This design comes from an exercise in tuning for small area on the open sky130 flow, not from production work. Function was checked by simulation only, so behaviour that the tests miss may differ from the original. Power is estimated from default activity; no workload was simulated.

==> design.v <==
`timescale 1ns/10ps
module FP_MUL(CLK, RESET, ENABLE, DATA_IN, DATA_OUT, READY);
input        CLK;
input        RESET;
input        ENABLE;
input  [7:0] DATA_IN;
output [7:0] DATA_OUT;
output       READY;
reg  [5:0]  cnt;
reg  [63:0] A_reg;
reg  [63:0] B_reg;
reg  [52:0] Xn;           
reg         p105;
reg         one, two, neg;    
reg  [2:0]  cb;               
wire [52:0] X = ~Xn;
wire ld_a = (cnt >= 6'd1)  && (cnt <= 6'd8);
wire ld_b = (cnt >= 6'd9)  && (cnt <= 6'd16);
reg  rnd;                     
always @(posedge CLK or posedge RESET)
	if (RESET)
		cnt <= 6'd0;
	else if (cnt == 6'd57)
		cnt <= 6'd0;
	else
		cnt <= cnt + 6'd1;
always @(posedge CLK)
	if (ld_a)
		A_reg <= {DATA_IN, A_reg[63:8]};
reg b1, b0, bm, dv;
always @* begin
	b1 = B_reg[3];
	b0 = B_reg[2];
	bm = B_reg[1];
	dv = (cnt >= 6'd16) && (cnt <= 6'd42);
	if (cnt == 6'd16) begin
		b1 = B_reg[9];
		b0 = B_reg[8];
		bm = 1'b0;
	end
	if (cnt == 6'd42) begin
		b1 = 1'b0;
		b0 = 1'b1;
	end
end
always @(posedge CLK) begin
	rnd <= (cnt == 6'd43);
	one <= dv & (b0 ^ bm);
	two <= dv & ((b1 & ~b0 & ~bm) | (~b1 & b0 & bm));
	neg <= dv & b1 & ~(b0 & bm);
end
wire [53:0] ma  = {1'b0, 1'b1, A_reg[51:0]};
wire [53:0] sel = ({54{one}} & ma) | ({54{two}} & {ma[52:0], 1'b0});
wire [54:0] pp  = {neg, sel ^ {54{neg}}};
localparam NC = 3;
localparam [8*NC-1:0] CUT = {8'd40, 8'd26, 8'd12};
wire [54:0] xs = {X[52], X[52], X[52:0]};
function is_cut_bit;    
	input integer k;
	integer q;
	begin
		is_cut_bit = 1'b0;
		for (q = 0; q < NC; q = q + 1)
			if (k == CUT[8*q +: 8] - 2 || k == CUT[8*q +: 8] - 1)
				is_cut_bit = 1'b1;
	end
endfunction
wire [NC:0] kx;
assign kx[0] = 1'b0;
genvar k, q;
generate
	for (q = 0; q < NC; q = q + 1) begin : g_la
		localparam integer P  = CUT[8*q +: 8] - 2;
		localparam integer HI = (q == NC - 1) ? 50 : CUT[8*(q+1) +: 8] - 3;
		assign kx[q+1] = (&X[HI:P+1]) & ((cb[q] & kx[q]) | ((cb[q] | kx[q]) & X[P]));
	end
endgenerate
wire p105n = X[51] ^ kx[NC];
wire cr  = B_reg[51] & B_reg[50] & (p105n | B_reg[49]);
wire cin = neg | (rnd & cr);
wire [55:0] c;
wire [54:0] s;
wire [NC-1:0] hc;
assign c[0] = cin;
generate
	for (k = 0; k < 55; k = k + 1) begin : g_add
		if (!is_cut_bit(k)) begin : g_fa
			assign s[k]   = xs[k] ^ pp[k] ^ c[k];
			assign c[k+1] = (xs[k] & pp[k]) | (xs[k] & c[k]) | (pp[k] & c[k]);
		end
	end
	for (q = 0; q < NC; q = q + 1) begin : g_cut
		localparam integer M = CUT[8*q +: 8];
		wire e0, k0, h0, e1, k1;
		assign e0 = xs[M-2] ^ pp[M-2] ^ cb[q];
		assign k0 = (xs[M-2] & pp[M-2]) | (xs[M-2] & cb[q]) | (pp[M-2] & cb[q]);
		assign s[M-2] = e0 ^ c[M-2];
		assign h0 = e0 & c[M-2];
		assign e1 = xs[M-1] ^ pp[M-1] ^ k0;
		assign k1 = (xs[M-1] & pp[M-1]) | (xs[M-1] & k0) | (pp[M-1] & k0);
		assign s[M-1] = e1 ^ h0;
		assign hc[q] = e1 & h0;
		assign c[M] = k1;
		assign c[M-1] = 1'b0;
	end
endgenerate
always @(posedge CLK or posedge RESET)
	if (RESET)
		cb <= {NC{1'b0}};
	else
		cb <= hc;
always @(posedge CLK or posedge RESET)
	if (RESET)
		Xn[52:34] <= {19{1'b1}};
	else
		Xn[52:34] <= ~s[54:36];
always @(posedge CLK)
	Xn[33:0] <= ~s[35:2];
always @(posedge CLK)
	if (ld_b)
		B_reg <= {DATA_IN, B_reg[63:8]};
	else
		B_reg[51:0] <= {s[1:0], B_reg[51:2]};
always @(posedge CLK)
	if (rnd)
		p105 <= p105n;
wire [104:0] R  = {X, B_reg[51:0]};
wire [10:0] ea = A_reg[62:52];
wire [10:0] eb = B_reg[62:52];
wire [11:0] ec;
wire [10:0] et;
wire [11:0] ei;
wire [10:0] E;
assign ec[0] = 1'b1;
assign ei[0] = p105;
generate
	for (k = 0; k < 11; k = k + 1) begin : g_exp
		assign et[k]   = ea[k] ^ eb[k] ^ ec[k];
		assign ec[k+1] = (ea[k] & eb[k]) | (ea[k] & ec[k]) | (eb[k] & ec[k]);
		assign E[k]    = et[k] ^ ei[k] ^ (k == 10);
		assign ei[k+1] = et[k] & ei[k];
	end
endgenerate
wire         sg = A_reg[63] ^ B_reg[63];
wire [7:0] bs;
generate
	for (k = 0; k < 8; k = k + 1) begin : g_bs
		assign bs[k] = (cnt[2:0] == ((k + 1) % 8));
	end
endgenerate
wire [8:0] w = ({9{bs[1]}} & R[86 +: 9]) | ({9{bs[2]}} & R[76 +: 9])
             | ({9{bs[3]}} & R[66 +: 9]) | ({9{bs[4]}} & R[56 +: 9])
             | ({9{bs[5]}} & R[46 +: 9]) | ({9{bs[6]}} & R[36 +: 9])
             | ({9{bs[7]}} & R[26 +: 9]);
wire [7:0] fb = p105 ? w[8:1] : w[7:0];
wire [1:0] lo = p105 ? {R[28], R[27] ^ R[26]}
                     : {R[27] ^ (R[26] & R[25]), R[26] ^ R[25]};
wire [7:0] dout = ({8{bs[0]}} & {sg, E[10:4]})
                | ({8{bs[1]}} & {E[3:0], fb[3:0]})
                | ({8{bs[2] | bs[3] | bs[4] | bs[5] | bs[6]}} & fb)
                | ({8{bs[7]}} & {fb[7:2], lo});
assign READY    = (cnt[5:3] == 3'd6 && cnt[2:0] != 3'd0) || cnt == 6'd56;
assign DATA_OUT = dout;
endmodule
==> flow/run.sh <==
#!/bin/bash
# Layout flow: the standard ORFS flow (standard.sh) with
#  - synthesis by flow/synth.tcl: the standard script, no ABC pass before
#    the full adders are extracted (-noabc), final ABC mapping by
#    flow/area.abc (area-oriented);
#  - clock tree without dummy loads, built from clkbuf_8;
#  - ports buffered with buf_1;
#  - power recovery (downsizing of cells off the critical paths).
# Each tool's output is in flow.log and in ORFS's own logs under orfs/logs.
set -euo pipefail
W=$PWD
export FLOW_ABC_SCRIPT=$W/flow/area.abc
export SYNTH_ARGS=-noabc
export CTS_ARGS="-sink_clustering_enable -repair_clock_nets -dont_use_dummy_load -buf_list sky130_fd_sc_hd__clkbuf_8"
export BUFFER_PORTS_ARGS="-buffer_cell sky130_fd_sc_hd__buf_1"
export RECOVER_POWER=100
sed -e "s|SYNTH_SCRIPT=[^ ]*|SYNTH_SCRIPT=$W/flow/synth.tcl|" standard.sh > flow_standard.sh
bash flow_standard.sh > flow.log 2>&1
==> flow/area.abc <==
&get -n
&st
&dch -f
&nf -R 1000 -p
&put
==> flow/synth.tcl <==
proc synth {args} { yosys synth -nofsm -noshare {*}$args }
proc abc {args} {
  set i [lsearch -exact $args -script]
  if {$i >= 0} { lset args [expr {$i + 1}] $::env(FLOW_ABC_SCRIPT) }
  yosys abc {*}$args
}
source $::env(SCRIPTS_DIR)/synth.tcl
# left out here: clear keep_hierarchy, flatten, clean up, hide names made inside functions, write 1_2_yosys.v
==> standard.sh <==
#!/bin/bash
# synth_recipe.tcl (not shown) runs the flow's synth.tcl, then flattens the netlist and writes it again
# the make line also repeats each setting of config.mk as NAME=value (left out here)
make -C /OpenROAD-flow-scripts/flow DESIGN_CONFIG=/design/flow/config.mk WORK_HOME=/design/flow/orfs CLKGATE_MAP_FILE= SYNTH_SCRIPT=/design/flow/synth_recipe.tcl "${@:-finish}"
==> config.mk <==
export PLATFORM = sky130hd
export DESIGN_NAME = FP_MUL
export DESIGN_NICKNAME = FP_MUL
export VERILOG_FILES = /design/flow/design.v
export SDC_FILE = /design/flow/constraint.sdc
export NUM_CORES = 8
export LEC_CHECK = 0
export CAP_MARGIN = 20
export CORE_MARGIN = 2
export CORE_UTILIZATION = 70
export SLEW_MARGIN = 20
==> constraint.sdc <==
create_clock -name core_clock -period 10.0 [get_ports {CLK}]
set_input_delay 2.0000 -clock core_clock [delete_from_list [all_inputs] [get_ports {CLK}]]
set_output_delay 2.0000 -clock core_clock [all_outputs]
set_load 0.01 [all_outputs]
==> impl_metrics.json, run 1 <==
{
  "cp_data_required_time_ns": 10.42,
  "final.fill_count": 841,
  "crit_fanout": 51,
  "p_total_mw": 1.883,
  "final_cell_area_um2": 9515,
  "core_um2": 12570,
  "fp.dieArea_um2": 13700,
  "grt_pass1_wl_um": 28150,
  "seq_power_share_pct": 68.4,
  "clk_latency_ns": 0.47,
  "start_util_pct": 71.20,
  "cp-end-kind": "flip-flop",
  "cts.sinks": 194,
  "root_buffer": "clkbuf_8",
  "crit_path_start_kind": "flip-flop",
  "worstPathCellList": "buf_4 -> a22oi_1 -> xor2_1 -> fa_1 -> fa_1 -> fa_1 -> fa_1 -> fa_1 -> fa_1 -> fa_1 -> fa_1 -> fa_1 -> fa_1 -> fa_1 -> fa_1 -> fa_1 -> fa_1 -> clkinv_1 -> ha_1 -> ha_1 -> clkinv_1",
  "report.final.setup_viol": 0,
  "reg2reg_depth": 21,
  "yosysSeqAreaShare_pct": 53.85,
  "grt_max_degree": 67,
  "cts_resized": 0,
  "yosys_warnings": 1,
  "gp_congestion": 0.9080,
  "relSlewSlack_pct": -133.9,
  "rsz0062_at_grt": "false",
  "postRouteAntennaNets": 0,
  "dpl_worst_slack_ns": 1.711,
  "path_clk_slew_ns": 0.08,
  "cts_tree": "yes",
  "drt-vias-per-instance": 6.138,
  "max_freq_mhz": 121.0,
  "p_sw_share_pct": 28.61,
  "skew_ns": 0.01913,
  "wl_um": 17560,
  "combPwrFrac_pct": 11.1,
  "slew_violations": 132,
  "crit_path_frequent_cell": "fa_1",
  "post-route-period-util_pct": 82.65,
  "tns_ns": 0,
  "status": "failed layout checks",
  "leakage_nw": 3.187,
  "setup_ws_ns": 1.735,
  "syn-num-nets": 734,
  "synth_cells": 635,
  "cts_hold_buf": 0,
  "num_vias": 5199,
  "max_stage_delay_ns": 0.50,
  "hold_viol": 0,
  "min_period_ns": 8.265,
  "drtIter0Drc": 462,
  "p_clk_share_pct": 20.5,
  "syn2layout_area_growth_pct": 6.334,
  "rows": 41,
  "violations": "max-capacitance violations, max-slew violations",
  "h-tree-depth": 4,
  "nets": 776,
  "arrival_ns": 8.68,
  "drv_cap": 2,
  "power-per-cell-area_nw_per_um2": 197.9,
  "largest_reg_flops": 64,
  "synth_edf_count": 77,
  "switchingPower_mw": 0.5386,
  "die_w_um": 117.1,
  "diodes": 0,
  "pin_count": 20,
  "hold_path_depth": 1,
  "grt_overflow": 0,
  "synth_area_um2": 8949,
  "ys_async_sr_fraction_pct": 14.43,
  "synth_seq_cells": 194,
  "cts_setup_buffers": 0,
  "io_buffer_count": 18,
  "grt_pass1_vias": 5281,
  "ir_worst_vdd_mv": 0.1406,
  "grt_usage_pct": 28.36,
  "firstDrtPassIters": 6,
  "cts_made_buffers": 17,
  "p_int_mw": 1.344,
  "wl_per_cell_um": 20.73,
  "cts_buffer_depth": 2,
  "cp_slowest_cell": "buf_4",
  "worst_pin_slew_ns": 3.509,
  "holdCritPathClass": "flip-flop to flip-flop",
  "route.detailed.drc": 0,
  "synth_top_flop_cell": "dfxtp_1",
  "critical_path_class": "flip-flop to flip-flop",
  "synth.distinct_cells": 48,
  "drive_gt1_share_pct": 6.370,
  "die_y_um": 117.1,
  "placed_area_um2": 9289,
  "antenna_found_initial": 0,
  "synth_area_per_cell_um2": 14.09,
  "dpl.hpwl_um": 12710
}
-- cell families (layout without fill, tap and decap cells) --
kind of cell	after synthesis	in the layout	synth area share (%)
AOI/OAI and AO/OA	122	122	9.550
xor gates and xnor gates	64	64	6.264
adders and majority gates	90	90	17.81
buffers and inverters	26	66	1.091
DFF	194	194	53.85
muxes	53	53	6.614
and+or+nand+nor	86	86	4.824
-- through the flow --
| stage | hold WS [ns] | instances | utilization (%) |
|---|---|---|---|
| floorplan | 0.4107 | 635 | - |
| global placement | 0.4154 | 830 | 73.91 |
| detailed placement | 0.4230 | 830 | 73.91 |
| CTS | 0.4446 | 847 | 75.77 |
| global route | 0.4520 | 847 | 75.71 |
| finish | 0.4380 | 847 | 75.71 |
-- power by group through the flow --
| stage | combinational (mW) | clock, mW | sequential, mW |
|---|---|---|---|
| 2_1_floorplan | 0.157 | 0 | 1.22 |
| 3_3_place_gp | 0.189 | 0 | 1.29 |
| 3_5_place_dp | 0.209 | 0 | 1.31 |
| 4_1_cts | 0.213 | 0.388 | 1.29 |
| 5_1_grt | 0.244 | 0.420 | 1.32 |
| 6_report | 0.210 | 0.385 | 1.29 |
-- area by class of cell --
cell class	count	area [um2]	share of cell area, %
Sequential cell	194	4821	50.66
Multi-Input combinational cell	415	4050	42.56
Clock buffer	17	234.0	2.459
Tap cell	172	215.2	2.262
Timing Repair Buffer	23	97.59	1.026
Inverter	26	97.59	1.026
-- worst paths after layout --
path	from	to	slack (ns)
max	one	Xn[23]	1.74
min	B_reg[4]	B_reg[2]	0.44
max reg2reg	one	Xn[23]	1.74
min reg2reg	B_reg[4]	B_reg[2]	0.44
max in group asynchronous	RESET	cnt[5]	7.56
min in group asynchronous	RESET	cb[2]	1.77
-- per-layer routing --
metal / GRT usage [%] / vias up / share of wire, %
met5: 0 / - / 0
met2: 45.82 / 145 / 50
met3: 6.025 / 33 / 4.9
li1: - / 2392 / -
met4: 10.12 / 0 / 2.0
met1: 38.75 / 2629 / 43
-- cell usage after synthesis, types with 6 or more instances --
cell type | instances | area [um2]
nor2_1 | 22 | 82.58
o22ai_1 | 6 | 37.54
dfxtp_1 | 89 | 1782
xor2_1 | 57 | 499.2
clkinv_1 | 26 | 97.59
edfxtp_1 | 77 | 2312
ha_1 | 25 | 312.8
nand2_1 | 24 | 90.09
a22oi_1 | 57 | 427.9
dfrtp_1 | 9 | 225.2
o21ai_0 | 16 | 80.08
nor4_1 | 10 | 62.56
nor2b_1 | 6 | 37.54
mux2_1 | 49 | 551.8
a21oi_1 | 17 | 85.08
fa_1 | 63 | 1261
o221ai_1 | 6 | 52.55
dfstp_2 | 19 | 499.2
xnor2_1 | 7 | 61.31
-- worst max-delay path: cells and delay by family (launching register included) --
| kind | cells | cell delay (ns) |
|---|---|---|
| AO/OA/AOI/OAI | 1 | 0.22 |
| XOR/XNOR | 1 | 0.20 |
| adder cells (fa/ha/maj) | 16 | 6.71 |
| buffers and inverters | 3 | 0.60 |
| flip-flops | 1 | 0.45 |
-- cells in the final DEF, fill, tap and decap left out, types with 7 or more instances in the layout --
cell and count:
fa_1 63, nor2_1 22, buf_1 18, dfrtp_1 9
xor2_1 57, a21oi_1 17, mux2_1 49, nor4_1 10
nand2_1 24, ha_1 25, clkbuf_8 17, clkinv_1 25
edfxtp_1 77, dfxtp_1 87, a22oi_1 56, o21ai_0 16
dfstp_2 19, xnor2_1 7
==> run 2, diff against run 1 <==
--- a/flow/run.sh
+++ b/flow/run.sh
@@ -7,3 +7,2 @@
 #  - ports buffered with buf_1;
-#  - power recovery (downsizing of cells off the critical paths).
 # Each tool's output is in flow.log and in ORFS's own logs under orfs/logs.
@@ -15,3 +14,2 @@
 export BUFFER_PORTS_ARGS="-buffer_cell sky130_fd_sc_hd__buf_1"
-export RECOVER_POWER=100
 sed -e "s|SYNTH_SCRIPT=[^ ]*|SYNTH_SCRIPT=$W/flow/synth.tcl|" standard.sh > flow_standard.sh
==> impl_metrics.json, run 2 <==
{
  "cts.sinks": 194,
  "ys_async_sr_fraction_pct": 14.43,
  "report.final.setup_viol": 0,
  "wl_um": 17580,
  "arrival_ns": 8.69,
  "cp_slowest_cell": "buf_4",
  "max_freq_mhz": 120.9,
  "leakage_nw": 3.195,
  "synth_edf_count": 77,
  "synth_commonest_cells": "dfxtp_1, edfxtp_1, fa_1",
  "syn-num-nets": 734,
  "critical_path_class": "flip-flop to flip-flop",
  "fp.dieArea_um2": 13700,
  "crit_family": "adder cells",
  "tns_ns": 0,
  "crit_path_start_kind": "flip-flop",
  "grt_pass1_wl_um": 28150,
  "skew_ns": 0.01853,
  "synth_cells": 635,
  "ir_worst_vdd_mv": 0.1405,
  "hold-worst-slack_ns": 0.4377,
  "layout.cells.non_filler": 847,
  "crit_fanout": 51,
  "clk_latency_ns": 0.47,
  "yosys_warnings": 1,
  "core_um2": 12570,
  "largest_reg_flops": 64,
  "cts_setup_buffers": 0,
  "grt_max_degree": 67,
  "postRouteAntennaNets": 0,
  "p_total_mw": 1.883,
  "worstPathCellList": "buf_4 -> a22oi_1 -> xor2_1 -> fa_1 -> fa_1 -> fa_1 -> fa_1 -> fa_1 -> fa_1 -> fa_1 -> fa_1 -> fa_1 -> fa_1 -> fa_1 -> fa_1 -> fa_1 -> fa_1 -> clkinv_1 -> ha_1 -> ha_1 -> clkinv_1",
  "combPwrFrac_pct": 11.1,
  "ff_latch_area_um2": 4821,
  "cp-end-kind": "flip-flop",
  "crit_path_frequent_cell": "fa_1",
  "synth.distinct_cells": 48,
  "synth_seq_cells": 194,
  "die_w_um": 117.1,
  "drive_gt1_share_pct": 6.815,
  "firstDrtPassIters": 5,
  "root_buffer": "clkbuf_8",
  "synthTopCellsByArea": "edfxtp_1, dfxtp_1, fa_1, mux2_1, dfstp_2",
  "grt_pass1_vias": 5281,
  "path_clk_slew_ns": 0.08,
  "route.detailed.drc": 0,
  "cts_resized": 0,
  "layout_commonest_cell": "dfxtp_1",
  "yosysMostFrequentCell": "dfxtp_1",
  "final.fill_count": 838,
  "antenna_found_initial": 0,
  "status": "no timing/DRC/antenna violations",
  "io_buffer_count": 18,
  "relSlewSlack_pct": 41.72,
  "max_stage_delay_ns": 0.50,
  "p_clk_share_pct": 20.5,
  "drt-vias-per-instance": 6.142,
  "synth_top_flop_cell": "dfxtp_1",
  "rsz0062_at_grt": "false",
  "pin_count": 20,
  "dpl.hpwl_um": 12710,
  "diodes": 0,
  "dpl_worst_slack_ns": 1.711,
  "place_inst": 830,
  "cts_buffer_depth": 2,
  "yosys.area.top_type": "edfxtp_1",
  "min_period_ns": 8.269,
  "wl_per_cell_um": 20.75,
  "cp_data_required_time_ns": 10.42,
  "multi_input_area_um2": 4050,
  "holdCritPathClass": "flip-flop to flip-flop",
  "p_sw_share_pct": 28.65,
  "worst_pin_slew_ns": 0.8725,
  "rows": 41,
  "synth_top_area_share_pct": 25.84,
  "drv_cap": 0,
  "worst-path-buf-inv": 3,
  "h-tree-depth": 4,
  "reg2reg_slack_ns": 1.73,
  "final_cell_mix": "dfxtp_1, edfxtp_1, fa_1, xor2_1, a22oi_1",
  "cts_hold_buf": 0,
  "num_vias": 5202,
  "drtIter0Drc": 467,
  "gp_congestion": 0.9080,
  "power-per-cell-area_nw_per_um2": 197.8,
  "yosysSeqAreaShare_pct": 53.85,
  "nets": 776,
  "die_y_um": 117.1,
  "grt_usage_pct": 28.36,
  "start_util_pct": 71.20,
  "setup_ws_ns": 1.731,
  "synth_area_um2": 8949,
  "hold_viol": 0,
  "switchingPower_mw": 0.5395,
  "syn2layout_area_growth_pct": 6.418,
  "synth_area_per_cell_um2": 14.09,
  "seq_power_share_pct": 68.4,
  "p_int_mw": 1.344,
  "post-route-period-util_pct": 82.69,
  "cts_made_buffers": 17,
  "cts_tree": "yes",
  "grt_overflow": 0,
  "slew_violations": 0
}
==> run 2: cell types whose count changed in the layout (fill, tap and decap cells not counted), sizes merged <==
cell / before / now
buf: 21 / 23
clkbuf: 19 / 17
==> run 2: per-layer routing <==
metal / vias to the layer above / GRT usage, % / share of wire [%]
li1: 2392 / - / -
met3: 35 / 6.025 / 5.3
met4: 0 / 10.12 / 2.2
met5: - / 0 / 0
met1: 2620 / 38.75 / 43
met2: 155 / 45.82 / 50
==> run 2: through the flow <==
step                util (%)  area [um2]
floorplan                  -        8949
global placement       73.91        9289
detailed placement     73.91        9289
CTS                    75.77        9523
global route           75.77        9523
finish                 75.77        9523
==> run 2: cell families after synthesis <==
group | count (synthesis) | share of synthesized area (%)
buffers and inverters | 26 | 1.091
adder cells (fa/ha/maj) | 90 | 17.81
XOR/XNOR | 64 | 6.264
AND/OR/NAND/NOR | 86 | 4.824
AO/OA/AOI/OAI | 122 | 9.550
flip-flops | 194 | 53.85
multiplexers | 53 | 6.614
==> run 2: worst paths after layout <==
check                      startpoint       end  cells past startpoint
setup / recovery                  one    Xn[23]                     21
min in group asynchronous       RESET     cb[2]                      2
hold reg to reg              B_reg[4]  B_reg[2]                      1
hold / removal               B_reg[4]  B_reg[2]                      1
max in group asynchronous       RESET    cnt[1]                      2
setup reg to reg                  one    Xn[23]                     21
==> run 2: layout make-up <==
| type | count | area share [%] |
|---|---|---|
| Clock buffer | 17 | 2.457 |
| Inverter | 26 | 1.025 |
| Multi-Input combinational cell | 415 | 42.53 |
| Sequential cell | 194 | 50.62 |
| Tap cell | 172 | 2.260 |
| Timing Repair Buffer | 23 | 1.104 |
==> run 2: power by group through the flow <==
stage / sequential (mW) / clock (mW) / combinational, mW
2_1_floorplan: 1.22 / 0 / 0.157
3_3_place_gp: 1.29 / 0 / 0.189
3_5_place_dp: 1.31 / 0 / 0.209
4_1_cts: 1.29 / 0.388 / 0.213
5_1_grt: 1.32 / 0.420 / 0.244
6_report: 1.29 / 0.386 / 0.210
==> run 3, diff against run 2 <==
--- a/design.v
+++ b/design.v
@@ -10,3 +10,3 @@
 reg  [63:0] A_reg;
-reg  [63:0] B_reg;
+reg  [55:0] B_reg;
 reg  [52:0] Xn;           
@@ -17,3 +17,4 @@
 wire ld_a = (cnt >= 6'd1)  && (cnt <= 6'd8);
-wire ld_b = (cnt >= 6'd9)  && (cnt <= 6'd16);
+wire ld_b = (cnt >= 6'd9)  && (cnt <= 6'd15);
+wire ld_e = (cnt == 6'd16);
 reg  rnd;                     
@@ -26,2 +27,13 @@
 		cnt <= cnt + 6'd1;
+wire [10:0] eb  = {DATA_IN[6:0], B_reg[55:52]};
+wire [11:0] ec;
+wire [10:0] es;
+assign ec[0] = 1'b1;
+genvar k, q;
+generate
+	for (k = 0; k < 11; k = k + 1) begin : g_exp
+		assign es[k]   = A_reg[52+k] ^ eb[k] ^ ec[k];
+		assign ec[k+1] = (A_reg[52+k] & eb[k]) | (A_reg[52+k] & ec[k]) | (eb[k] & ec[k]);
+	end
+endgenerate
 always @(posedge CLK)
@@ -29,2 +41,4 @@
 		A_reg <= {DATA_IN, A_reg[63:8]};
+	else if (ld_e)
+		A_reg[63:52] <= {A_reg[63] ^ DATA_IN[7], ~es[10], es[9:0]};
 reg b1, b0, bm, dv;
@@ -34,4 +48,4 @@
 	bm = B_reg[1];
-	dv = (cnt >= 6'd16) && (cnt <= 6'd42);
-	if (cnt == 6'd16) begin
+	dv = (cnt >= 6'd15) && (cnt <= 6'd41);
+	if (cnt == 6'd15) begin
 		b1 = B_reg[9];
@@ -40,3 +54,3 @@
 	end
-	if (cnt == 6'd42) begin
+	if (cnt == 6'd41) begin
 		b1 = 1'b0;
@@ -46,3 +60,3 @@
 always @(posedge CLK) begin
-	rnd <= (cnt == 6'd43);
+	rnd <= (cnt == 6'd42);
 	one <= dv & (b0 ^ bm);
@@ -69,3 +83,2 @@
 assign kx[0] = 1'b0;
-genvar k, q;
 generate
@@ -113,12 +126,14 @@
 	if (RESET)
-		Xn[52:34] <= {19{1'b1}};
+		Xn[52:32] <= {21{1'b1}};
 	else
-		Xn[52:34] <= ~s[54:36];
+		Xn[52:32] <= ~s[54:34];
 always @(posedge CLK)
-	Xn[33:0] <= ~s[35:2];
+	Xn[31:0] <= ~s[33:2];
 always @(posedge CLK)
 	if (ld_b)
-		B_reg <= {DATA_IN, B_reg[63:8]};
+		B_reg[51:0] <= {DATA_IN[3:0], B_reg[55:8]};
 	else
 		B_reg[51:0] <= {s[1:0], B_reg[51:2]};
+always @(posedge CLK)
+	B_reg[55:52] <= DATA_IN[7:4];
 always @(posedge CLK)
@@ -127,19 +142,12 @@
 wire [104:0] R  = {X, B_reg[51:0]};
-wire [10:0] ea = A_reg[62:52];
-wire [10:0] eb = B_reg[62:52];
-wire [11:0] ec;
-wire [10:0] et;
 wire [11:0] ei;
 wire [10:0] E;
-assign ec[0] = 1'b1;
 assign ei[0] = p105;
 generate
-	for (k = 0; k < 11; k = k + 1) begin : g_exp
-		assign et[k]   = ea[k] ^ eb[k] ^ ec[k];
-		assign ec[k+1] = (ea[k] & eb[k]) | (ea[k] & ec[k]) | (eb[k] & ec[k]);
-		assign E[k]    = et[k] ^ ei[k] ^ (k == 10);
-		assign ei[k+1] = et[k] & ei[k];
+	for (k = 0; k < 11; k = k + 1) begin : g_inc
+		assign E[k]    = A_reg[52+k] ^ ei[k];
+		assign ei[k+1] = A_reg[52+k] & ei[k];
 	end
 endgenerate
-wire         sg = A_reg[63] ^ B_reg[63];
+wire         sg = A_reg[63];
 wire [7:0] bs;
@@ -150,9 +158,9 @@
 endgenerate
-wire [8:0] w = ({9{bs[1]}} & R[86 +: 9]) | ({9{bs[2]}} & R[76 +: 9])
-             | ({9{bs[3]}} & R[66 +: 9]) | ({9{bs[4]}} & R[56 +: 9])
-             | ({9{bs[5]}} & R[46 +: 9]) | ({9{bs[6]}} & R[36 +: 9])
-             | ({9{bs[7]}} & R[26 +: 9]);
+wire [8:0] w = ({9{bs[1]}} & R[84 +: 9]) | ({9{bs[2]}} & R[74 +: 9])
+             | ({9{bs[3]}} & R[64 +: 9]) | ({9{bs[4]}} & R[54 +: 9])
+             | ({9{bs[5]}} & R[44 +: 9]) | ({9{bs[6]}} & R[34 +: 9])
+             | ({9{bs[7]}} & R[24 +: 9]);
 wire [7:0] fb = p105 ? w[8:1] : w[7:0];
-wire [1:0] lo = p105 ? {R[28], R[27] ^ R[26]}
-                     : {R[27] ^ (R[26] & R[25]), R[26] ^ R[25]};
+wire [1:0] lo = p105 ? {R[26], R[25] ^ R[24]}
+                     : {R[25] ^ (R[24] & R[23]), R[24] ^ R[23]};
 wire [7:0] dout = ({8{bs[0]}} & {sg, E[10:4]})
==> impl_metrics.json, run 3 <==
{
  "io_buffer_count": 18,
  "cts_tree": "yes",
  "grt_overflow": 0,
  "reg2reg_from": "neg",
  "reg2reg_slack_ns": 1.76,
  "pin_count": 20,
  "synth-xor-area-share_pct": 6.376,
  "min_period_ns": 8.240,
  "diodes": 0,
  "drv_cap": 0,
  "post-route-period-util_pct": 82.40,
  "status": "no timing/DRC/antenna violations",
  "postRouteAntennaNets": 0,
  "cts.sinks": 186,
  "synthTopCellsByArea": "edfxtp_1, dfxtp_1, fa_1, mux2_1, dfstp_2",
  "nets": 778,
  "grt_max_degree": 58,
  "route.detailed.drc": 0,
  "synthAdderAreaFrac_pct": 18.13,
  "grt_usage_pct": 29.20,
  "path_clk_slew_ns": 0.08,
  "firstDrtPassIters": 5,
  "start_util_pct": 72.58,
  "synth_area_per_cell_um2": 13.84,
  "synth_top_area_share_pct": 22.20,
  "grt_pass1_wl_um": 28700,
  "synth_mux_area_share_pct": 7.871,
  "layout.cells.non_filler": 845,
  "tns_ns": 0,
  "leakage_nw": 3.199,
  "wl_um": 17680,
  "grt_pass1_vias": 5350,
  "core_um2": 12110,
  "critical_path_class": "flip-flop to flip-flop",
  "synth_seq_cells": 186,
  "yosysSeqAreaShare_pct": 51.76,
  "final_cell_mix": "dfxtp_1, edfxtp_1, fa_1, xor2_1",
  "max_freq_mhz": 121.4,
  "largest_reg_flops": 64,
  "cts_resized": 0,
  "relSlewSlack_pct": 37.75,
  "holdCritPathClass": "flip-flop to flip-flop",
  "critPathLaunch": "neg",
  "synth_cells": 635,
  "syn-num-nets": 734,
  "yosys.area_share.simple_pct": 5.209,
  "gp_congestion": 0.9523,
  "die_w_um": 116.1,
  "ir_worst_vdd_mv": 0.1767,
  "slew_violations": 0,
  "place_inst": 828,
  "synth_area_um2": 8791,
  "h-tree-depth": 4,
  "cts_buffer_depth": 2,
  "crit_fanout": 30,
  "syn2layout_area_growth_pct": 6.519,
  "skew_ns": 0.02286,
  "yosysMostFrequentCell": "dfxtp_1",
  "layout_commonest_cell": "dfxtp_1",
  "drive_gt1_share_pct": 7.090,
  "cp-end-kind": "flip-flop",
  "clk_latency_ns": 0.46,
  "synth_compound_area_share_pct": 9.493,
  "synth_commonest_cells": "dfxtp_1, edfxtp_1, fa_1",
  "power-per-cell-area_nw_per_um2": 197.4,
  "yosys.area.top_type": "edfxtp_1",
  "synth_top_family_by_area": "adder cells",
  "root_buffer": "clkbuf_8",
  "cts_hold_buf": 0,
  "cts_made_buffers": 17,
  "cts_setup_buffers": 0,
  "rows": 40,
  "fp.dieArea_um2": 13470,
  "arrival_ns": 8.62,
  "num_vias": 5286,
  "worst_pin_slew_ns": 0.9102,
  "cp_data_required_time_ns": 10.38,
  "die_y_um": 116.1,
  "wl_per_cell_um": 20.92,
  "synth_edf_count": 65,
  "ys_async_sr_fraction_pct": 16.13,
  "drt-vias-per-instance": 6.256,
  "rsz0062_at_grt": "false",
  "drtIter0Drc": 579,
  "holdCritStartpoint": "B_reg[5]",
  "synth.distinct_cells": 48,
  "report.final.setup_viol": 0,
  "dpl.hpwl_um": 13180,
  "yosys_warnings": 1,
  "antenna_found_initial": 0,
  "hold_viol": 0,
  "crit_path_start_kind": "flip-flop",
  "synth_top_flop_cell": "dfxtp_1"
}
## run 3: worst max-delay path, cell delays in order, from the launching register on
cell and delay, ns:
dfxtp_2 0.40, buf_4 0.45, buf_4 0.48, xor2_1 0.16
fa_1 0.44, fa_1 0.46, fa_1 0.46, fa_1 0.46
fa_1 0.46, fa_1 0.46, fa_1 0.46, fa_1 0.46
fa_1 0.47, fa_1 0.46, fa_1 0.47, fa_1 0.46
fa_1 0.46, fa_1 0.46, xnor2_1 0.20
## run 3: path summary, 6_finish.rpt
kind	to	cells after the start
min	B_reg[3]	1
min in group asynchronous	cnt[0]	2
min reg2reg	B_reg[3]	1
max reg2reg	Xn[52]	18
max	Xn[52]	18
max in group asynchronous	Xn[47]	3
## run 3: metrics by stage
stage	total power, mW	instance area [um2]	setup slack [ns]	utilization, %	hold slack, ns
6_report	1.849	9364	1.760	77.31	0.4399
5_1_grt	1.958	9364	1.361	77.31	0.4581
3_3_place_gp	1.456	9115	1.851	75.26	0.4155
2_1_floorplan	1.348	8791	0.5565	-	0.4105
4_1_cts	1.863	9364	1.666	77.31	0.4489
3_5_place_dp	1.490	9130	1.691	75.38	0.4282
## run 3: layout make-up
cell class / instances / area, um2
Inverter: 27 / 101.3
Fill cell: 790 / 2748
Clock buffer: 17 / 234.0
Sequential cell: 186 / 4552
Tap cell: 168 / 210.2
Multi-Input combinational cell: 422 / 4139
Timing Repair Buffer: 25 / 127.6
## run 3: logic make-up after synthesis
logic type | count (synthesis)
compound gates | 114
buf+inv | 27
fa+ha+maj | 90
simple gates | 92
flops | 186
mux | 62
xor+xnor | 64
## run 3: where the power goes
| part | internal [mW] | total (mW) | switching (mW) | leakage, nW |
|---|---|---|---|---|
| clock network | 0.150 | 0.373 | 0.223 | 0.122 |
| logic | 0.123 | 0.222 | 0.0986 | 1.39 |
| registers | 1.04 | 1.25 | 0.213 | 1.68 |
| total | 1.31 | 1.85 | 0.535 | 3.20 |
## run 3: per-layer routing
| layer | share of wire, % | global-route usage, % | vias to the layer above |
|---|---|---|---|
| li1 | - | - | 2403 |
| met1 | 44 | 41.40 | 2693 |
| met2 | 49 | 45.93 | 169 |
| met3 | 5.8 | 7.688 | 21 |
| met4 | 1.5 | 7.302 | 0 |
| met5 | 0 | 0 | - |
==> run 4, diff against run 3 <==
--- a/design.v
+++ b/design.v
@@ -10,12 +10,10 @@
 reg  [63:0] A_reg;
-reg  [55:0] B_reg;
+reg  [39:0] B_reg;
+reg         bp;           
 reg  [52:0] Xn;           
 reg         p105;
-reg         one, two, neg;    
-reg  [2:0]  cb;               
+reg  [2:0]  cb;           
+reg         ec4;          
 wire [52:0] X = ~Xn;
-wire ld_a = (cnt >= 6'd1)  && (cnt <= 6'd8);
-wire ld_b = (cnt >= 6'd9)  && (cnt <= 6'd15);
-wire ld_e = (cnt == 6'd16);
-reg  rnd;                     
+genvar k, q;
 always @(posedge CLK or posedge RESET)
@@ -27,18 +25,7 @@
 		cnt <= cnt + 6'd1;
-wire [10:0] eb  = {DATA_IN[6:0], B_reg[55:52]};
-wire [11:0] ec;
-wire [10:0] es;
-assign ec[0] = 1'b1;
-genvar k, q;
-generate
-	for (k = 0; k < 11; k = k + 1) begin : g_exp
-		assign es[k]   = A_reg[52+k] ^ eb[k] ^ ec[k];
-		assign ec[k+1] = (A_reg[52+k] & eb[k]) | (A_reg[52+k] & ec[k]) | (eb[k] & ec[k]);
-	end
-endgenerate
-always @(posedge CLK)
-	if (ld_a)
-		A_reg <= {DATA_IN, A_reg[63:8]};
-	else if (ld_e)
-		A_reg[63:52] <= {A_reg[63] ^ DATA_IN[7], ~es[10], es[9:0]};
+wire ld_a = (cnt >= 6'd1) && (cnt <= 6'd8);
+wire ld_l = (cnt == 6'd15);       
+wire ld_h = (cnt == 6'd16);       
+wire rnd  = (cnt == 6'd37);
+reg one, two, neg;
 reg b1, b0, bm, dv;
@@ -48,9 +35,9 @@
 	bm = B_reg[1];
-	dv = (cnt >= 6'd15) && (cnt <= 6'd41);
-	if (cnt == 6'd15) begin
-		b1 = B_reg[9];
-		b0 = B_reg[8];
+	dv = (cnt >= 6'd9) && (cnt <= 6'd35);
+	if (cnt == 6'd9) begin
+		b1 = DATA_IN[1];
+		b0 = DATA_IN[0];
 		bm = 1'b0;
 	end
-	if (cnt == 6'd41) begin
+	if (cnt == 6'd35) begin
 		b1 = 1'b0;
@@ -60,3 +47,2 @@
 always @(posedge CLK) begin
-	rnd <= (cnt == 6'd42);
 	one <= dv & (b0 ^ bm);
@@ -91,3 +77,28 @@
 wire p105n = X[51] ^ kx[NC];
-wire cr  = B_reg[51] & B_reg[50] & (p105n | B_reg[49]);
+wire        ex_a = ld_l | ld_h | rnd;
+wire [10:0] eb   = {DATA_IN[6:0], DATA_IN[7:4]} & {11{ld_l | ld_h}};
+wire [11:0] ec;
+wire [10:0] es;
+assign ec[0] = ld_l | p105n;
+generate
+	for (k = 0; k < 11; k = k + 1) begin : g_exp
+		wire ci = (k == 4) ? (ld_h ? ec4 : ec[4]) : ec[k];
+		assign es[k]   = A_reg[52+k] ^ eb[k] ^ ci;
+		assign ec[k+1] = (A_reg[52+k] & eb[k]) | (A_reg[52+k] & ci) | (eb[k] & ci);
+	end
+endgenerate
+always @(posedge CLK)
+	ec4 <= ec[4];
+always @(posedge CLK)
+	if (ld_a)
+		A_reg <= {DATA_IN, A_reg[63:8]};
+	else if (ex_a) begin
+		if (!ld_h)
+			A_reg[55:52] <= es[3:0];
+		if (!ld_l)
+			A_reg[62:56] <= {es[10] ^ ld_h, es[9:4]};
+		if (ld_h)
+			A_reg[63] <= A_reg[63] ^ DATA_IN[7];
+	end
+wire cr  = B_reg[39] & B_reg[38] & (p105n | B_reg[37]);
 wire cin = neg | (rnd & cr);
@@ -119,4 +130,4 @@
 endgenerate
-always @(posedge CLK or posedge RESET)
-	if (RESET)
+always @(posedge CLK)
+	if (cnt == 6'd0)
 		cb <= {NC{1'b0}};
@@ -124,16 +135,27 @@
 		cb <= hc;
-always @(posedge CLK or posedge RESET)
-	if (RESET)
-		Xn[52:32] <= {21{1'b1}};
+always @(posedge CLK)
+	if (cnt == 6'd0)
+		Xn[52:18] <= {35{1'b1}};
 	else
-		Xn[52:32] <= ~s[54:34];
+		Xn[52:18] <= ~s[54:20];
 always @(posedge CLK)
-	Xn[31:0] <= ~s[33:2];
+	Xn[17:0] <= ~s[19:2];
+wire [41:0] bsh = {s[1:0], B_reg[39:0]};
+generate
+	for (k = 0; k < 40; k = k + 1) begin : g_b
+		localparam integer KH = k / 6;
+		localparam integer KL = (k % 6 <= 1 && k >= 6) ? KH - 1 : KH;
+		wire ldh = (cnt == 9 + KH);
+		wire ldl = (cnt == 9 + KL);
+		always @(posedge CLK)
+			if (ldh)
+				B_reg[k] <= DATA_IN[k - 6 * KH];
+			else if (ldl)
+				B_reg[k] <= DATA_IN[k - 6 * KL];
+			else
+				B_reg[k] <= bsh[k + 2];
+	end
+endgenerate
 always @(posedge CLK)
-	if (ld_b)
-		B_reg[51:0] <= {DATA_IN[3:0], B_reg[55:8]};
-	else
-		B_reg[51:0] <= {s[1:0], B_reg[51:2]};
-always @(posedge CLK)
-	B_reg[55:52] <= DATA_IN[7:4];
+	bp <= B_reg[1];
 always @(posedge CLK)
@@ -141,13 +163,5 @@
 		p105 <= p105n;
-wire [104:0] R  = {X, B_reg[51:0]};
-wire [11:0] ei;
-wire [10:0] E;
-assign ei[0] = p105;
-generate
-	for (k = 0; k < 11; k = k + 1) begin : g_inc
-		assign E[k]    = A_reg[52+k] ^ ei[k];
-		assign ei[k+1] = A_reg[52+k] & ei[k];
-	end
-endgenerate
-wire         sg = A_reg[63];
+wire [93:0] R  = {X, B_reg, bp};
+wire [10:0] E  = A_reg[62:52];
+wire        sg = A_reg[63];
 wire [7:0] bs;
@@ -158,9 +172,9 @@
 endgenerate
-wire [8:0] w = ({9{bs[1]}} & R[84 +: 9]) | ({9{bs[2]}} & R[74 +: 9])
-             | ({9{bs[3]}} & R[64 +: 9]) | ({9{bs[4]}} & R[54 +: 9])
-             | ({9{bs[5]}} & R[44 +: 9]) | ({9{bs[6]}} & R[34 +: 9])
-             | ({9{bs[7]}} & R[24 +: 9]);
+wire [8:0] w = ({9{bs[1]}} & R[61 +: 9]) | ({9{bs[2]}} & R[51 +: 9])
+             | ({9{bs[3]}} & R[41 +: 9]) | ({9{bs[4]}} & R[31 +: 9])
+             | ({9{bs[5]}} & R[21 +: 9]) | ({9{bs[6]}} & R[11 +: 9])
+             | ({9{bs[7]}} & R[1 +: 9]);
 wire [7:0] fb = p105 ? w[8:1] : w[7:0];
-wire [1:0] lo = p105 ? {R[26], R[25] ^ R[24]}
-                     : {R[25] ^ (R[24] & R[23]), R[24] ^ R[23]};
+wire [1:0] lo = p105 ? {R[3], R[2] ^ R[1]}
+                     : {R[2] ^ (R[1] & R[0]), R[1] ^ R[0]};
 wire [7:0] dout = ({8{bs[0]}} & {sg, E[10:4]})
--- a/config.mk
+++ b/config.mk
@@ -9,3 +9,3 @@
 export CORE_MARGIN = 2
-export CORE_UTILIZATION = 70
+export CORE_UTILIZATION = 65
 export SLEW_MARGIN = 20
==> impl_metrics.json, run 4 <==
{
  "dpl_worst_slack_ns": 1.632,
  "syn-num-nets": 775,
  "cts_buffer_depth": 2,
  "synth_area_per_cell_um2": 12.43,
  "min_period_ns": 8.336,
  "path_clk_slew_ns": 0.08,
  "fp.dieArea_um2": 14050,
  "synth_top_area_share_pct": 23.72,
  "wl_per_cell_um": 20.80,
  "root_buffer": "clkbuf_8",
  "grt_pass1_vias": 5555,
  "relSlewSlack_pct": 39.59,
  "worst_pin_slew_ns": 0.9028,
  "synth_top_flop_cell": "dfxtp_1",
  "hold_viol": 0,
  "largest_reg_flops": 64,
  "clk_latency_ns": 0.46,
  "core_um2": 12720,
  "power-per-cell-area_nw_per_um2": 189.2,
  "cts_setup_buffers": 0,
  "max_freq_mhz": 120.0,
  "synth_edf_count": 65,
  "yosys_warnings": 1,
  "cts_resized": 0,
  "postRouteAntennaNets": 0,
  "dpl.hpwl_um": 13350,
  "synth_commonest_cells": "dfxtp_1, edfxtp_1, fa_1",
  "route.detailed.drc": 0,
  "rows": 41,
  "num_vias": 5609,
  "grt_usage_pct": 28.19,
  "status": "no timing/DRC/antenna violations",
  "cp-end-kind": "flip-flop",
  "io_buffer_count": 18,
  "setup_ws_ns": 1.664,
  "final.fill_count": 956,
  "synth_seq_cells": 172,
  "h-tree-depth": 4,
  "rsz0062_at_grt": "false",
  "skew_ns": 0.01368,
  "synthTopCellsByArea": "dfxtp_1, edfxtp_1, fa_1, xor2_1, a22oi_1",
  "place_inst": 882,
  "hold-worst-slack_ns": 0.4275,
  "ir_worst_vdd_mv": 0.1283,
  "crit_path_start_kind": "flip-flop",
  "drive_gt1_share_pct": 3.576,
  "slew_violations": 0,
  "antenna_found_initial": 0,
  "wl_um": 18700,
  "report.final.setup_viol": 0,
  "grt_pass1_wl_um": 30080,
  "layout.cells.non_filler": 899,
  "syn2layout_area_growth_pct": 6.766,
  "crit_fanout": 52,
  "multi_input_area_um2": 4334,
  "yosys.area.top_type": "dfxtp_1",
  "pin_count": 20,
  "nets": 818,
  "yosysMostFrequentCell": "dfxtp_1",
  "synth_cells": 686,
  "layout_commonest_cell": "dfxtp_1",
  "die_w_um": 118.5,
  "start_util_pct": 67.00,
  "grt_overflow": 0,
  "holdCritPathClass": "flip-flop to flip-flop",
  "firstDrtPassIters": 5,
  "critical_path_class": "flip-flop to flip-flop",
  "cts_hold_buf": 0,
  "arrival_ns": 8.67,
  "final_cell_mix": "dfxtp_1, edfxtp_1, fa_1, a22oi_1, xor2_1",
  "drv_cap": 0,
  "die_y_um": 118.5,
  "synth_area_um2": 8524,
  "cts_tree": "yes",
  "synth.distinct_cells": 42,
  "ff_latch_area_um2": 4126,
  "diodes": 0,
  "cts.sinks": 172,
  "post-route-period-util_pct": 83.36,
  "cts_made_buffers": 17,
  "ys_async_sr_fraction_pct": 3.488,
  "tns_ns": 0,
  "drtIter0Drc": 700,
  "p_total_mw": 1.722,
  "leakage_nw": 3.122,
  "gp_congestion": 0.8585,
  "grt_max_degree": 68,
  "cp_data_required_time_ns": 10.33,
  "yosysSeqAreaShare_pct": 48.38,
  "drt-vias-per-instance": 6.239
}
==> run 4: cell count changes in the layout (fill, tap and decap cells not counted), sizes merged, moves of 11 or more <==
| cell | before | now |
|---|---|---|
| nand2b | 6 | 37 |
| mux2 | 57 | 33 |
| dfstp | 21 | 0 |
| a21oi | 6 | 21 |
| nand2 | 24 | 38 |
| nor2 | 23 | 37 |
| ha | 25 | 14 |
==> run 4: final cells by class <==
| cell class | count | share of cell area [%] |
|---|---|---|
| well taps | 172 | 2.365 |
| multi-input cells | 493 | 47.62 |
| clock buffers | 17 | 2.571 |
| flip-flops and latches | 172 | 45.34 |
| repair buffers | 24 | 1.237 |
| inverters | 21 | 0.8661 |
==> run 4: layer usage <==
metal  track usage [%]  wire length, um  up-vias
met2             43.39             9019      225
met5                 0                0        -
li1                  -                -     2547
met1             40.65             8243     2810
met3             5.743             1084       27
met4             8.705              349        0
==> run 4: final timing paths <==
check / start / end / slack [ns] / cells after the start
hold reg to reg: B_reg[19] / B_reg[17] / 0.43 / 1
hold / removal: B_reg[19] / B_reg[17] / 0.43 / 1
setup reg to reg: one / Xn[52] / 1.66 / 20
setup / recovery: one / Xn[52] / 1.66 / 20
min in group asynchronous: RESET / cnt[1] / 1.39 / 2
max in group asynchronous: RESET / cnt[2] / 8.46 / 2
==> run 4: worst max-delay path, cell delays in order (launching register included) <==
cell	delay, ns
dfxtp_1	0.33
buf_4	0.45
a22oi_1	0.19
xor2_1	0.21
fa_1	0.42
fa_1	0.40
fa_1	0.46
fa_1	0.46
fa_1	0.46
fa_1	0.46
fa_1	0.46
fa_1	0.46
fa_1	0.47
fa_1	0.47
fa_1	0.46
fa_1	0.46
fa_1	0.46
fa_1	0.46
fa_1	0.44
xnor2_1	0.15
nand2_1	0.06
==> run 4: cells by family (layout without fill, tap and decap cells) <==
family / count (synthesis) / count (layout) / synth area share [%]
AO/OA/AOI/OAI: 126 / 126 / 10.14
XOR/XNOR: 63 / 63 / 6.473
adder cells (fa/ha/maj): 80 / 80 / 17.32
buffers and inverters: 21 / 62 / 0.9248
flip-flops: 172 / 172 / 48.38
multiplexers: 48 / 48 / 6.121
AND/OR/NAND/NOR: 176 / 176 / 10.64
==> run 4: through the flow <==
step / util (%) / instance area (um2)
after floorplan: - / 8524
after global placement: 69.70 / 8867
after detailed placement: 69.70 / 8867
after CTS: 71.54 / 9101
after global routing: 71.54 / 9101
final: 71.54 / 9101
==> run 4: report_power, final <==
| part | switching, mW | internal, mW |
|---|---|---|
| Combinational | 0.110 | 0.139 |
| Clock | 0.213 | 0.150 |
| Sequential | 0.180 | 0.930 |
==> run 5, diff against run 4 <==
--- a/design.v
+++ b/design.v
@@ -12,3 +12,4 @@
 reg         bp;           
-reg  [52:0] Xn;           
+reg  [52:20] Xt;          
+reg  [19:0] Xl;           
 reg         p105;
@@ -16,3 +17,3 @@
 reg         ec4;          
-wire [52:0] X = ~Xn;
+wire [52:0] X = {Xt, Xl};
 genvar k, q;
@@ -135,9 +136,9 @@
 		cb <= hc;
+always @(posedge CLK or posedge RESET)
+	if (RESET)
+		Xt <= 33'd0;
+	else
+		Xt <= s[54:22];
 always @(posedge CLK)
-	if (cnt == 6'd0)
-		Xn[52:18] <= {35{1'b1}};
-	else
-		Xn[52:18] <= ~s[54:20];
-always @(posedge CLK)
-	Xn[17:0] <= ~s[19:2];
+	Xl <= s[21:2];
 wire [41:0] bsh = {s[1:0], B_reg[39:0]};
==> flow/area.abc (replaced) <==
&get -n
&st
&dch -f
&nf -R 1000 -p -C 32 -F 8 -A 8
&put
==> impl_metrics.json, run 5 <==
{
  "status": "no timing/DRC/antenna violations",
  "critPathLaunch": "one",
  "tns_ns": 0,
  "die_w_um": 117.6,
  "gp_congestion": 0.9302,
  "p_sw_share_pct": 29.55,
  "cts_hold_buf": 0,
  "final_util_pct": 70.87,
  "wl_per_cell_um": 22.23,
  "grt_pass1_wl_um": 30140,
  "antenna_found_initial": 0,
  "use_met1_pct": 39.39,
  "power-per-cell-area_nw_per_um2": 188.2,
  "io_buffer_count": 18,
  "ir_worst_vdd_mv": 0.1790,
  "hold-worst-slack_ns": 0.4353,
  "nets": 740,
  "switchingPower_mw": 0.4973,
  "gr-max-usage-layer": "met2",
  "cts_made_buffers": 17,
  "cp-end-kind": "flip-flop",
  "yosys.area.top_type": "edfxtp_1",
  "fp.dieArea_um2": 13820,
  "crit_path_start_kind": "flip-flop",
  "hold_viol": 0,
  "syn-num-nets": 698,
  "dpl.hpwl_um": 13280,
  "cp_data_required_time_ns": 10.34,
  "yosys_warnings": 1,
  "synth_area_per_cell_um2": 13.77,
  "synth_top_flop_cell": "dfxtp_1",
  "grt_overflow": 0,
  "slew_violations": 0,
  "postRouteAntennaNets": 0,
  "drtIter0Drc": 565,
  "synth_edf_count": 65,
  "worst_pin_slew_ns": 0.8540,
  "drt-vias-per-instance": 6.453,
  "p_clk_share_pct": 21.7,
  "synth.distinct_cells": 41,
  "synthTopCellsByArea": "edfxtp_1, dfxtp_1, fa_1, dfrtp_1, xnor2_1",
  "clk_latency_ns": 0.46,
  "drive_gt1_share_pct": 4.006,
  "holdCritStartpoint": "B_reg[29]",
  "cts_buffer_depth": 2,
  "placed_area_um2": 8707,
  "cts_setup_buffers": 0,
  "arrival_ns": 8.79,
  "holdCritPathClass": "flip-flop to flip-flop",
  "synth_commonest_cells": "dfxtp_1, a22oi_1, edfxtp_1",
  "min_period_ns": 8.445,
  "cts_resized": 0,
  "critical_path_class": "flip-flop to flip-flop",
  "start_util_pct": 66.44,
  "synth_cells": 609,
  "rows": 41,
  "syn2layout_area_growth_pct": 6.671,
  "final.fill_count": 920,
  "synth_seq_cells": 172,
  "max_freq_mhz": 118.4,
  "route.detailed.drc": 0,
  "firstDrtPassIters": 5,
  "rsz0062_at_grt": "false",
  "synth_area_um2": 8384,
  "skew_ns": 0.02013,
  "cts.sinks": 172,
  "reg2reg_from": "one",
  "grt_pass1_vias": 5588,
  "largest_reg_flops": 64,
  "pin_count": 20,
  "synth_top_area_share_pct": 23.28,
  "leakage_nw": 3.293,
  "final_cell_mix": "dfxtp_1, a22oi_1, edfxtp_1, fa_1, xnor2_1",
  "ys_async_sr_fraction_pct": 22.67,
  "multi_input_area_um2": 4075,
  "grt_max_degree": 68,
  "drv_cap": 0,
  "grt_usage_pct": 28.54,
  "root_buffer": "clkbuf_8",
  "crit_fanout": 24,
  "use_met2_pct": 46.13,
  "cts_tree": "yes",
  "met3_usage_pct": 6.105,
  "relSlewSlack_pct": 43.06,
  "seq_power_share_pct": 66.3,
  "report.final.setup_viol": 0,
  "num_vias": 5298,
  "yosysSeqAreaShare_pct": 51.16,
  "path_clk_slew_ns": 0.08,
  "ff_latch_area_um2": 4292,
  "combPwrFrac_pct": 12.0,
  "diodes": 0,
  "final_cell_area_um2": 8944,
  "p_int_mw": 1.186,
  "post-route-period-util_pct": 84.45,
  "core_um2": 12620,
  "wl_um": 18250,
  "yosysMostFrequentCell": "dfxtp_1",
  "die_y_um": 117.6,
  "h-tree-depth": 4
}
==> run 5: cells by family after synthesis <==
group	Yosys count	synth area share, %
simple gates	118	7.447
mux	52	6.790
xor+xnor	64	6.686
fa+ha+maj	78	17.37
buf+inv	6	0.2686
flops	172	51.16
compound gates	119	10.28
==> run 5: worst max-delay path: stages, from the launching register on <==
cell	delay, ns
dfxtp_1	0.86
a22oi_1	0.23
xnor2_1	0.21
fa_1	0.41
fa_1	0.39
fa_1	0.40
fa_1	0.43
fa_1	0.43
fa_1	0.43
fa_1	0.42
fa_1	0.43
fa_1	0.42
fa_1	0.43
fa_1	0.43
fa_1	0.42
fa_1	0.42
fa_1	0.42
fa_1	0.43
fa_1	0.41
xnor2_1	0.14
xnor2_1	0.15
==> run 5: per-layer routing <==
metal	part of all wire (%)	vias to the layer above	routed length, um
met5	0	-	0
met4	1.1	0	199
met3	5.7	19	1046
met2	50	190	9183
met1	43	2735	7823
li1	-	2354	-
==> run 5: stage by stage <==
step	power (mW)	setup WS (ns)	instances
2_1_floorplan	1.205	0.6850	609
3_5_place_dp	1.332	1.558	804
3_3_place_gp	1.305	1.766	804
6_report	1.683	1.555	821
5_1_grt	1.782	1.170	821
4_1_cts	1.695	1.531	821
==> run 5: final timing paths <==
kind	to	slack, ns	depth (start not counted)
setup / recovery	Xt[52]	1.56	20
hold / removal	B_reg[27]	0.44	1
setup reg to reg	Xt[52]	1.56	20
hold reg to reg	B_reg[27]	0.44	1
min in group asynchronous	Xt[44]	1.62	3
max in group asynchronous	Xt[25]	8.01	3
==> run 5: power groups by stage <==
stage | clock [mW] | sequential, mW | combinational [mW]
2_1_floorplan | 0 | 1.06 | 0.142
3_3_place_gp | 0 | 1.12 | 0.182
3_5_place_dp | 0 | 1.13 | 0.202
4_1_cts | 0.372 | 1.12 | 0.205
5_1_grt | 0.401 | 1.15 | 0.236
6_report | 0.365 | 1.12 | 0.202
==> run 5: layout make-up <==
cell class | count | area share [%]
inverters | 6 | 0.2518
well taps | 172 | 2.406
flip-flops and latches | 172 | 47.99
repair buffers | 23 | 1.175
clock buffers | 17 | 2.616
multi-input cells | 431 | 45.57
==> run 6, diff against run 5 <==
--- a/design.v
+++ b/design.v
@@ -131,4 +131,4 @@
 endgenerate
-always @(posedge CLK)
-	if (cnt == 6'd0)
+always @(posedge CLK or posedge RESET)
+	if (RESET)
 		cb <= {NC{1'b0}};
==> run.sh (new file) <==
#!/bin/bash
# synth_recipe.tcl (not shown) runs the flow's synth.tcl, then flattens the netlist and writes it again
# the make line also repeats each setting of config.mk as NAME=value (left out here)
make -C /OpenROAD-flow-scripts/flow DESIGN_CONFIG=/design/flow/config.mk WORK_HOME=/design/flow/orfs CLKGATE_MAP_FILE= SYNTH_SCRIPT=/design/flow/synth_recipe.tcl finish
--- a/config.mk
+++ b/config.mk
@@ -10,2 +10,3 @@
 export CORE_UTILIZATION = 65
+export CTS_BUF_LIST = sky130_fd_sc_hd__clkbuf_8
 export SLEW_MARGIN = 20
removed: flow/run.sh
removed: flow/area.abc
removed: flow/synth.tcl
removed: standard.sh
==> impl_metrics.json, run 6 <==
{
  "placed_area_um2": 9459,
  "crit_fanout": 42,
  "largest_reg_flops": 64,
  "drive_gt1_share_pct": 11.35,
  "syn2layout_area_growth_pct": 7.728,
  "r2r_end": "Xt[52]",
  "yosys_warnings": 1,
  "gp_congestion": 0.9357,
  "crit_path_start_kind": "flip-flop",
  "post-route-period-util_pct": 81.46,
  "arrival_ns": 8.48,
  "seq_power_share_pct": 54.3,
  "drtIter0Drc": 706,
  "synth_cells": 779,
  "cp_slowest_cell": "dfxtp_1",
  "fp.dieArea_um2": 15090,
  "cp-end-kind": "flip-flop",
  "die_y_um": 122.8,
  "grt_max_degree": 68,
  "cts_resized": 0,
  "cts_tree": "yes",
  "syn-num-nets": 868,
  "cp_data_required_time_ns": 10.33,
  "yosysMostFrequentCell": "inv_1",
  "synth.distinct_cells": 62,
  "worst-path-buf-inv": 1,
  "synth_top_flop_cell": "edfxtp_1",
  "holdCritStartpoint": "B_reg[1]",
  "grt_pass1_wl_um": 32530,
  "synthTopCellsByArea": "edfxtp_1, dfxtp_1, fa_1, dfrtp_1, xor2_1",
  "cts_made_buffers": 17,
  "switchingPower_mw": 0.6300,
  "cts_hold_buf": 0,
  "rsz0062_at_grt": "false",
  "p_clk_share_pct": 26.9,
  "die_w_um": 122.8,
  "max_freq_mhz": 122.8,
  "report.final.setup_viol": 0,
  "p_int_mw": 1.369,
  "diodes": 0,
  "final_cell_mix": "inv_1, edfxtp_1, fa_1, dfxtp_1, a22oi_1",
  "start_util_pct": 66.39,
  "holdCritPathClass": "flip-flop to flip-flop",
  "max_stage_delay_ns": 0.76,
  "nets": 869,
  "drv_cap": 0,
  "synth_top_area_share_pct": 21.26,
  "critical_path_class": "flip-flop to flip-flop",
  "drt-vias-per-instance": 6.091,
  "relSlewSlack_pct": 28.99,
  "synth_edf_count": 65,
  "leakage_nw": 3.901,
  "yosysSeqAreaShare_pct": 46.89,
  "h-tree-depth": 4,
  "num_vias": 5927,
  "grt_overflow": 0,
  "hold_path_depth": 0,
  "reg2reg_slack_ns": 1.85,
  "wl_um": 20470,
  "clk_latency_ns": 0.48,
  "final_cell_area_um2": 9889,
  "rows": 43,
  "reg2reg_from": "one",
  "yosys.area.top_type": "edfxtp_1",
  "dpl.hpwl_um": 14660,
  "status": "no timing/DRC/antenna violations",
  "holdPathEnd": "bp",
  "worst_pin_slew_ns": 1.065,
  "crit_family": "adder cells",
  "path_clk_slew_ns": 0.10,
  "tns_ns": 0,
  "slew_violations": 0,
  "pin_count": 20,
  "grt_usage_pct": 29.64,
  "cts_setup_buffers": 0,
  "final.fill_count": 993,
  "wl_per_cell_um": 21.04,
  "power-per-cell-area_nw_per_um2": 202.1,
  "postRouteAntennaNets": 0,
  "critPathLaunch": "one",
  "root_buffer": "clkbuf_8",
  "synth_area_per_cell_um2": 11.78,
  "worstPathCellList": "buf_12 -> a22oi_1 -> xor2_1 -> fa_1 -> fa_1 -> fa_1 -> fa_1 -> fa_1 -> fa_1 -> fa_1 -> fa_1 -> fa_1 -> fa_1 -> fa_1 -> fa_1 -> fa_1 -> fa_1 -> fa_1 -> fa_1 -> xor2_1 -> xnor2_1",
  "skew_ns": 0.01561,
  "reg2reg_depth": 21,
  "combPwrFrac_pct": 18.8,
  "grt_pass1_vias": 6047,
  "route.detailed.drc": 0,
  "min_period_ns": 8.146,
  "core_um2": 13830,
  "cts.sinks": 172,
  "crit_path_frequent_cell": "fa_1",
  "firstDrtPassIters": 6,
  "ys_async_sr_fraction_pct": 24.42,
  "cts_buffer_depth": 2,
  "p_sw_share_pct": 31.52,
  "synth_commonest_cells": "inv_1, dfxtp_1, edfxtp_1",
  "io_buffer_count": 18,
  "layout_commonest_cell": "inv_1",
  "ir_worst_vdd_mv": 0.1530,
  "synth_area_um2": 9180,
  "antenna_found_initial": 0,
  "hold_viol": 0,
  "synth_seq_cells": 172
}
## run 6: changes by cell type in the layout (fill, tap and decap cells not counted), sizes merged, moves of 10 or more
cell	before	now
clkdlybuf4s50	0	18
and2	16	3
buf	23	5
xnor2	61	6
inv	0	120
xor2	3	58
a21oi	11	21
## run 6: how the worst max path moves through the flow
stage,to,slack (ns),cells after the start
floorplan,Xt[52],2.40,21
global placement,Xt[52],2.03,21
detailed placement,Xt[52],1.88,21
CTS,Xt[52],1.85,21
global route,Xt[52],1.56,21
finish,Xt[52],1.85,21
## run 6: per-layer routing
metal	vias up	track usage, %	part of all wire, %
li1	2670	-	-
met2	237	45.41	48
met1	2980	40.67	43
met3	40	7.993	6.8
met5	-	0	0
met4	0	11.21	2.8
## run 6: power by group through the flow
| stage | clock network, mW | registers (mW) | logic, mW |
|---|---|---|---|
| floorplan | 0 | 1.02 | 0.297 |
| global placement | 0 | 1.09 | 0.353 |
| detailed placement | 0 | 1.10 | 0.375 |
| CTS | 0.542 | 1.08 | 0.381 |
| global route | 0.569 | 1.11 | 0.445 |
| finish | 0.539 | 1.09 | 0.375 |
## run 6: worst register-to-register path, cell delays in order, from the launching register on
cell and delay, ns:
dfxtp_1 0.76, buf_12 0.30, a22oi_1 0.14, xor2_1 0.19
fa_1 0.43, fa_1 0.41, fa_1 0.39, fa_1 0.39
fa_1 0.39, fa_1 0.39, fa_1 0.39, fa_1 0.39
fa_1 0.40, fa_1 0.40, fa_1 0.39, fa_1 0.39
fa_1 0.39, fa_1 0.39, fa_1 0.39, fa_1 0.38
xor2_1 0.16, xnor2_1 0.12
## run 6: cells by family (layout without fill, tap and decap cells)
family / after synthesis / count (layout) / share of synthesized area, %
compound gates: 139 / 139 / 11.11
xor+xnor: 64 / 64 / 6.106
fa+ha+maj: 78 / 78 / 15.86
buf+inv: 158 / 172 / 6.733
flops: 172 / 172 / 46.89
mux: 55 / 55 / 6.529
simple gates: 113 / 113 / 6.774
## run 6: through the flow
stage	hold WS, ns	utilization [%]	setup slack, ns	cells	total power, mW
detailed placement	0.4217	68.41	1.879	941	1.471
finish	0.4482	71.52	1.854	973	1.999
floorplan	0.3795	-	2.402	779	1.320
global route	0.4491	71.52	1.559	973	2.120
CTS	0.4372	71.51	1.847	973	2.007
global placement	0.4182	68.41	2.029	941	1.446
## run 6: final cells by class
| type | count | area (um2) | share of cell area, % |
|---|---|---|---|
| tap | 180 | 225.2 | 2.277 |
| clock buffer | 17 | 234.0 | 2.366 |
| timing repair buffer | 23 | 230.2 | 2.328 |
| sequential | 172 | 4307 | 43.55 |
| multi-input combinational | 449 | 4258 | 43.05 |
| inverter | 117 | 440.4 | 4.453 |
| clock inverter | 15 | 195.2 | 1.974 |

-- what the ideal ports hide --
The results above use ideal ports. As a check the final layouts listed here were re-extracted and re-timed, cells and wires unchanged.
Step 1 (the two cells are an assumption about what drives the block):
set clk [get_ports {CLK}]
set_driving_cell -lib_cell sky130_fd_sc_hd__clkbuf_16 $clk
set_driving_cell -lib_cell sky130_fd_sc_hd__buf_2 [delete_from_list [all_inputs] $clk]
Step 2, shift: input delay + t, output delay - t, t = (earliest + latest rising clock arrival at the registers) / 2. This alone moves slack from input paths to output paths.
a / b / c = ideal ports / drivers / drivers and shift; a / b = the first two.
| run | t (ns) | setup slack, ns | worst hold slack (ns) | worst setup path after step 2 | cell pins on the clock port's net |
|---|---|---|---|---|---|
| run 1 | 0.500 | 1.735 / 1.735 / 1.735 | 0.438 / 0.438 / 0.438 | register to register | 1 |
| run 2 | 0.502 | 1.731 / 1.731 / 1.731 | 0.438 / 0.438 / 0.438 | register to register | 1 |
| run 3 | 0.489 | 1.760 / 1.760 / 1.760 | 0.440 / 0.440 / 0.440 | register to register | 1 |
| run 4 | 0.493 | 1.664 / 1.664 / 1.664 | 0.428 / 0.428 / 0.428 | register to register | 1 |
| run 5 | 0.490 | 1.555 / 1.555 / 1.555 | 0.435 / 0.435 / 0.435 | register to register | 1 |
| run 6 | 0.514 | 1.854 / 1.854 / 1.854 | 0.448 / 0.448 / 0.448 | register to register | 1 |
